What follows belongs to an exercise in optimizing a design on an open flow for small area; a production flow would make more cautious choices. Where RTL was checked, it was by simulation tests only, not by an equivalence proof against the original. Power is estimated from default activity; no workload was simulated.

==> job 5931 <==
Design UART_SYS, start of the top module:
module UART_SYS
(
 input   wire                          CLK,
 input   wire                          RST_N,
 input   wire                          UART_RX_IN,
 output  wire                          UART_TX_O,
 output  reg                           parity_error,
 output  reg                           framing_error
);
reg  [6:0]  pos;
wire        tick = &pos[3:0];
wire        wrap = &pos;
wire        last7 = pos[2:0] == 3'd7;
reg         clr;             
always @(posedge CLK or negedge RST_N)
  if (!RST_N) begin
    pos <= 7'd32;
    clr <= 1'b1;
  end else begin
    pos <= wrap ? 7'd32 : pos + 7'd1;
    if (wrap) clr <= 1'b0;
  end
reg        act;              
reg  [3:0] bc;               
reg  [7:0] rxd;
reg        rpar;
wire       rxv  = tick && act && (bc == 4'd10) && UART_RX_IN && !parity_error;
always @(posedge CLK or negedge RST_N)
  if (!RST_N) begin
    act <= 1'b0;
    parity_error  <= 1'b0;
    framing_error <= 1'b0;
  end else if (tick) begin
    if (!act) begin
      if (!UART_RX_IN) act <= 1'b1;
    end else begin
      if (bc == 4'd9) parity_error <= rpar ^ UART_RX_IN;
      if (bc == 4'd10) begin
        framing_error <= !UART_RX_IN;
        act <= 1'b0;
      end
    end
  end
always @(posedge CLK)
  if (tick) begin
    if (!act) begin
      bc   <= 4'd1;
      rpar <= 1'b0;
    end else begin
      bc <= bc + 4'd1;
      if (bc <= 4'd8) begin
        rxd  <= {UART_RX_IN, rxd[7:1]};
        rpar <= rpar ^ UART_RX_IN;
      end
    end
  end
localparam [3:0] S_IDLE = 4'd0, S_AA1 = 4'd1, S_AA2 = 4'd2, S_BB1 = 4'd3,
                 S_CC1  = 4'd4, S_CC2 = 4'd5, S_FN  = 4'd6,
                 E_WR   = 4'd8, E_RD  = 4'd9, E_ALU = 4'd10, E_BB = 4'd11;
reg  [3:0]  ps;
wire [3:0]  es = ps;
reg  [3:0]  arg;
reg  [7:0]  ra, rb;           
reg  [15:0] P;
reg  [3:0]  tb;               
reg         req, hi, tpar;
reg         c, z;
reg  [95:0] ring;
wire [7:0]  H = P[15:8];
wire [7:0]  L = P[7:0];
wire [3:0]  fn = rxd[3:0];
wire        do_wr  = rxv && ps == S_AA2;               
wire        do_rd  = rxv && ps == S_BB1;               
wire        do_alu = rxv && ps == S_FN;                
wire        ringst = es == E_WR || es == E_RD;
wire        xfer   = ringst && pos[6:3] == arg;
always @(posedge CLK or negedge RST_N)
  ...
clock: 32.0 ns
lec_check: 0
cap_margin: 20
core_margin: 2
core_utilization: 40
cts_buf_list: sky130_fd_sc_hd__clkbuf_8
slew_margin: 20
standard.sh (not shown) runs the stock make flow with config.mk's settings and CLKGATE_MAP_FILE= SYNTH_SCRIPT=/design/flow/synth_recipe.tcl, a recipe that flattens the netlist after the stock synthesis.
==> flow/flow/run.sh <==
#!/bin/bash
# Standard layout, with clock tree synthesis told not to add dummy loads and
# the port buffers made from the smallest buffer cell.
set -euo pipefail
bash standard.sh "CTS_ARGS=-sink_clustering_enable -repair_clock_nets -buf_list sky130_fd_sc_hd__clkbuf_8 -dont_use_dummy_load" "BUFFER_PORTS_ARGS=-buffer_cell sky130_fd_sc_hd__buf_1" finish > orfs_flow.log 2>&1
==> job 8800 (differences from job 5931) <==
==> flow/design.v (replaced) <==
module UART_SYS
(
 input   wire                          CLK,
 input   wire                          RST_N,
 input   wire                          UART_RX_IN,
 output  wire                          UART_TX_O,
 output  reg                           parity_error,
 output  reg                           framing_error
);
reg  [6:0]  pos;
wire        tick = &pos[3:0];
wire        wrap = &pos;
reg         clr;             
always @(posedge CLK or negedge RST_N)
  if (!RST_N) begin
    pos <= 7'd32;
    clr <= 1'b1;
  end else begin
    pos <= wrap ? 7'd32 : pos + 7'd1;
    if (wrap) clr <= 1'b0;
  end
reg        act;
reg  [3:0] ph, bc;
reg  [7:0] rxd;
reg        rpar;
wire       last = act && (ph == 4'd15);
wire       rxv  = last && (bc == 4'd10) && UART_RX_IN && !parity_error;
always @(posedge CLK or negedge RST_N)
  if (!RST_N) begin
    act <= 1'b0;
    parity_error  <= 1'b0;
    framing_error <= 1'b0;
  end else begin
    if (!act) begin
      if (!UART_RX_IN) act <= 1'b1;
    end else if (ph == 4'd15) begin
      if (bc == 4'd0 && UART_RX_IN) act <= 1'b0;
      if (bc == 4'd9) parity_error <= rpar ^ UART_RX_IN;
      if (bc == 4'd10) begin
        framing_error <= !UART_RX_IN;
        act <= 1'b0;
      end
    end
  end
always @(posedge CLK)
  if (!act) begin
    ph   <= 4'd1;
    bc   <= 4'd0;
    rpar <= 1'b0;
  end else begin
    ph <= ph + 4'd1;
    if (ph == 4'd15) bc <= bc + 4'd1;
    if (ph == 4'd15 && bc != 4'd0 && bc <= 4'd8) begin
      rxd  <= {UART_RX_IN, rxd[7:1]};
      rpar <= rpar ^ UART_RX_IN;
    end
  end
localparam [2:0] S_IDLE = 3'd0, S_AA1 = 3'd1, S_AA2 = 3'd2, S_BB1 = 3'd3,
                 S_CC1  = 3'd4, S_CC2 = 3'd5, S_FN  = 3'd6;
localparam [1:0] E_IDLE = 2'd0, E_WR = 2'd1, E_RD = 2'd2, E_STEP = 2'd3;
reg  [2:0]  ps;
reg  [1:0]  es;
reg  [3:0]  arg;
reg  [7:0]  ra, rb;           
reg  [15:0] P;
reg  [2:0]  cnt;
reg         arm;
reg  [3:0]  tb;               
reg         req, hi, tpar;
reg         c, z;
reg  [95:0] ring;
wire [7:0]  H = P[15:8];
wire [7:0]  L = P[7:0];
wire [3:0]  fn = rxd[3:0];
wire        do_wr  = rxv && ps == S_AA2;               
wire        do_rd  = rxv && ps == S_BB1;               
wire        do_alu = rxv && ps == S_FN;                
wire        ringst = es == E_WR || es == E_RD;
wire        match  = pos[6:3] == arg;
wire        xfer   = ringst && arm && match;
always @(posedge CLK or negedge RST_N)
  if (!RST_N)
    ps <= S_IDLE;
  else if (rxv)
    case (ps)
      S_IDLE: ps <= (rxd == 8'hAA) ? S_AA1 :
                    (rxd == 8'hBB) ? S_BB1 :
                    (rxd == 8'hCC) ? S_CC1 :
                    (rxd == 8'hDD) ? S_FN  : S_IDLE;
      S_AA1:  ps <= S_AA2;
      S_CC1:  ps <= S_CC2;
      S_CC2:  ps <= S_FN;
      default: ps <= S_IDLE;
    endcase
always @(posedge CLK) begin
  if (rxv && (ps == S_AA1 || ps == S_BB1 || ps == S_FN))
    arg <= fn;
  if (clr || (rxv && (ps == S_CC1 || (ps == S_AA2 && arg == 4'd0))))
    ra <= clr ? 8'd0 : rxd;
  if (clr || (rxv && (ps == S_CC2 || (ps == S_AA2 && arg == 4'd1))))
    rb <= clr ? 8'd0 : rxd;
end
wire        step  = es == E_STEP;
wire        mulst = step && arg == 4'd2;
wire        divst = step && arg == 4'd3;
wire        last7 = cnt == 3'd7;
wire [7:0]  ax = divst ? {H[6:0], L[7]} : H;
wire [7:0]  ay = divst ? ~rb : (mulst && L[0]) ? ra : 8'd0;
wire [8:0]  asum = {1'b0, ax} + {1'b0, ay} + {8'd0, divst};
wire [7:0]  s  = asum[7:0];
wire        co = asum[8];
wire        ge = H[7] | co;
wire        sa  = H[0];
wire        sb  = L[0];
wire        sbx = (arg == 4'd0) ? sb : !sb;           
wire        cn  = (arg == 4'd14) ? sa : ((sa & sbx) | (sa & c) | (sbx & c));
wire        zn  = z & !(sa ^ sb);
reg         fb;
always @(*)
  case (arg)
    4'd0, 4'd1: fb = sa ^ sbx ^ c;
    4'd4:  fb = sa & sb;
    4'd5:  fb = sa | sb;
    4'd6:  fb = !(sa & sb);
    4'd7:  fb = !(sa | sb);
    4'd8:  fb = sa ^ sb;
    4'd9:  fb = !(sa ^ sb);
    4'd13: fb = H[1];
    4'd14: fb = c;
    default: fb = 1'b0;
  endcase
reg  [7:0]  hip;         
always @(*)
  case (arg)
    4'd0, 4'd14: hip = {7'd0, cn};
    4'd1:        hip = {8{!cn}};
    4'd6, 4'd7, 4'd9: hip = 8'hFF;
    default:     hip = 8'h00;
  endcase
reg  [7:0]  rdc;
always @(*)
  case (fn[1:0])
    2'd0: rdc = ra;
    2'd1: rdc = rb;
    2'd2: rdc = 8'h41;
    default: rdc = 8'h10;
  endcase
wire        txdata = (tb >= 4'd2) && (tb <= 4'd9);
wire        txnext = tick && (tb == 4'd0 || tb == 4'd11);
always @(posedge CLK or negedge RST_N)
  if (!RST_N) begin
    es  <= E_IDLE;
    arm <= 1'b0;
    req <= 1'b0;
    hi  <= 1'b0;
  end else begin
    arm <= ringst && (arm || pos[2:0] == 3'd7);
    if (txnext) begin
      if (req)     req <= 1'b0;
      else if (hi) hi  <= 1'b0;
    end
    if (do_wr && arg[3:2] != 2'b00) es <= E_WR;
    if (do_rd) begin
      if (fn[3:2] != 2'b00) es  <= E_RD;
      else                  req <= 1'b1;
    end
    if (do_alu) es <= E_STEP;
    if (xfer && pos[2:0] == 3'd7) begin
      es  <= E_IDLE;
      if (es == E_RD) req <= 1'b1;
    end
    if (step && last7) begin
      es  <= E_IDLE;
      req <= 1'b1;
      hi  <= 1'b1;
    end
  end
always @(posedge CLK) begin
  if (step) cnt <= cnt + 3'd1;
  else      cnt <= 3'd0;
  if (do_alu) begin
    c <= (fn == 4'd0 || fn == 4'd14) ? 1'b0 : 1'b1;
    z <= 1'b1;
  end else if (step) begin
    c <= cn;
    z <= zn;
  end
end
always @(posedge CLK) begin
  if (do_wr)
    P[7:0] <= rxd;
  else if (do_rd)
    P[7:0] <= rdc;
  else if (do_alu)
    P <= {(fn[3:1] == 3'd1) ? 8'd0 : ra, (fn == 4'd3) ? ra : rb};
  else if (divst) begin
    if (last7) begin
      P[15:8] <= 8'd0;
      P[7:0]  <= (rb == 8'd0) ? 8'd0 : {L[6:0], ge};
    end else begin
      P[15:8] <= ge ? s : ax;
      P[7:0]  <= {L[6:0], ge};
    end
  end else if (step && !mulst) begin
    P[15:8] <= last7 ? hip : {1'b0, H[7:1]};
    if (last7 && arg == 4'd10)      P[7:0] <= {7'd0, zn};
    else if (last7 && arg == 4'd11) P[7:0] <= {6'd0, cn & !zn, 1'b0};
    else if (last7 && arg == 4'd12) P[7:0] <= {6'd0, !cn, !cn};
    else                            P[7:0] <= {fb, L[7:1]};
  end else if (mulst || xfer || (tick && txdata))
    P <= {co, s[7:1], xfer ? ring[0] : s[0], L[7:1]};
end
always @(posedge CLK)
  ring <= {clr ? 1'b0 : (xfer && es == E_WR) ? L[0] : ring[0], ring[95:1]};
always @(posedge CLK or negedge RST_N)
  if (!RST_N)
    tb <= 4'd0;
  else if (tick) begin
    if (tb == 4'd0 || tb == 4'd11)
      tb <= (req || hi) ? 4'd1 : 4'd0;
    else
      tb <= tb + 4'd1;
  end
always @(posedge CLK)
  if (tick) begin
    if (tb == 4'd1) tpar <= 1'b0;
    else if (txdata) tpar <= tpar ^ P[0];
  end
assign UART_TX_O = (tb == 4'd1) ? 1'b0 :
                   txdata       ? P[0] :
                   (tb == 4'd10) ? tpar : 1'b1;
endmodule
==> flow/run.sh (new file) <==
#!/bin/bash
# synth_recipe.tcl (not shown) runs the flow's synth.tcl, then flattens the netlist and writes it again
# the make line also repeats each setting of config.mk as NAME=value (left out here)
make -C /OpenROAD-flow-scripts/flow DESIGN_CONFIG=/design/flow/config.mk WORK_HOME=/design/flow/orfs CLKGATE_MAP_FILE= SYNTH_SCRIPT=/design/flow/synth_recipe.tcl finish
==> flow/config.mk (replaced) <==
export PLATFORM = sky130hd
export DESIGN_NAME = UART_SYS
export DESIGN_NICKNAME = UART_SYS
export VERILOG_FILES = /design/flow/design.v
export SDC_FILE = /design/flow/constraint.sdc
export NUM_CORES = 4
export LEC_CHECK = 0
export ABC_AREA = 1
export CAP_MARGIN = 20
export CORE_MARGIN = 2
export CORE_UTILIZATION = 40
export CTS_BUF_LIST = sky130_fd_sc_hd__clkbuf_4 sky130_fd_sc_hd__clkbuf_8
export SLEW_MARGIN = 20
removed: flow/flow/run.sh
removed: flow/standard.sh
==> job 1399 (differences from job 5931) <==
==> flow/flow/run.sh (replaced) <==
#!/bin/bash
# Standard layout, with clock tree synthesis told not to add dummy loads.
set -euo pipefail
bash standard.sh "CTS_ARGS=-sink_clustering_enable -repair_clock_nets -buf_list sky130_fd_sc_hd__clkbuf_8 -dont_use_dummy_load" finish > orfs_flow.log 2>&1
==> flow/config.mk (replaced) <==
export PLATFORM = sky130hd
export DESIGN_NAME = UART_SYS
export DESIGN_NICKNAME = UART_SYS
export VERILOG_FILES = /design/flow/design.v
export SDC_FILE = /design/flow/constraint.sdc
export NUM_CORES = 4
export LEC_CHECK = 0
export CAP_MARGIN = 20
export CORE_MARGIN = 2
export CORE_UTILIZATION = 70
export CTS_BUF_LIST = sky130_fd_sc_hd__clkbuf_8
export SLEW_MARGIN = 20
==> qor summary <==
                                                                            job 8800       job 5931       job 1399
Outcome                                             no timing/DRC/antenna violations  no timing/DRC/antenna violations  no timing/DRC/antenna violations
Inverters                                                                        104             24             24
Final HPWL from detailed placement                                     11100 microns   8930 microns   9380 microns
Worst-path clk slew                                                            90 ps          80 ps          90 ps
Reg-to-reg endpoint                                                            P[10]          P[13]          P[13]
Fill cell instance count of the final layout                                    1713           1616            636
Share of total power in sequential cells                                       58.5%          66.5%          66.7%
Instance count after placement with tap cells included                          1025            800            709
Die outline height                                                       140 microns    134 microns    102 microns
Clk sink count                                                                   178            169            169
Power per Cell Area                                                     51.9 nW/um^2   46.1 nW/um^2   46.5 nW/um^2
Min Hold Slack                                                                323 ps         303 ps         297 ps
Met3 wire length                                                         851 microns    667 microns    760 microns
Clock network power                                                       0.000147 W     0.000109 W     0.000108 W
Clock network contribution to total cell area                                  4.70%          3.27%          3.30%
Number of placement rows                                                          49             47             35
Worst-skew pair later-pin latency                                             450 ps         450 ps         440 ps
Post-route clock skew                                                        11.9 ps        32.2 ps        39.4 ps
Average cell area after synthesis                                         9.29 sq um     11.3 sq um     11.3 sq um
First-pass GRT wire length                                             25200 microns  21600 microns  21700 microns
Largest net degree at the start of global routing                                 36             31             31
Layout clock buffers                                                              22             17             17
Depth of the critical timing path with buffers and inverters included              9              5              5
Met3 capacity usage during global routing                                      3.66%          4.42%          6.16%
Routability Congestion                                                         0.849          0.870          0.942
Only the layout flow was run in job 8800; the RTL was not checked for function there.

==> port drivers added, routing unchanged <==
The flow's constraints put no driver on any port. The routed layouts listed below were extracted and timed again, unchanged, in two steps.
Step 1 (the two cells are an assumption about what drives the block):
set clk [get_ports {CLK}]
set_driving_cell -lib_cell sky130_fd_sc_hd__clkbuf_16 $clk
set_driving_cell -lib_cell sky130_fd_sc_hd__buf_2 [delete_from_list [all_inputs] $clk]
Step 2 moves the port delays by t, midway between the first and last clock arrival at a register: inputs arrive t later, outputs are due t later. That takes back most of the time a late clock gives input paths.
Slacks: ideal ports / drivers / drivers and shift; pairs: ideal ports / drivers.
run | t, ns | setup WS [ns] | worst slew at a driven data input, ns
job 5931 | 0.466 | 23.614 / 23.579 / 23.378 | 0.03
job 8800 | 0.480 | 23.047 / 23.009 / 23.096 | 0.03
job 1399 | 0.461 | 23.147 / 23.114 / 22.854 | 0.03
After both steps every run listed still meets setup and hold. For job 1399, which loses most, drivers alone change the setup slack by -0.033 ns; drivers and shift together by -0.293 ns.
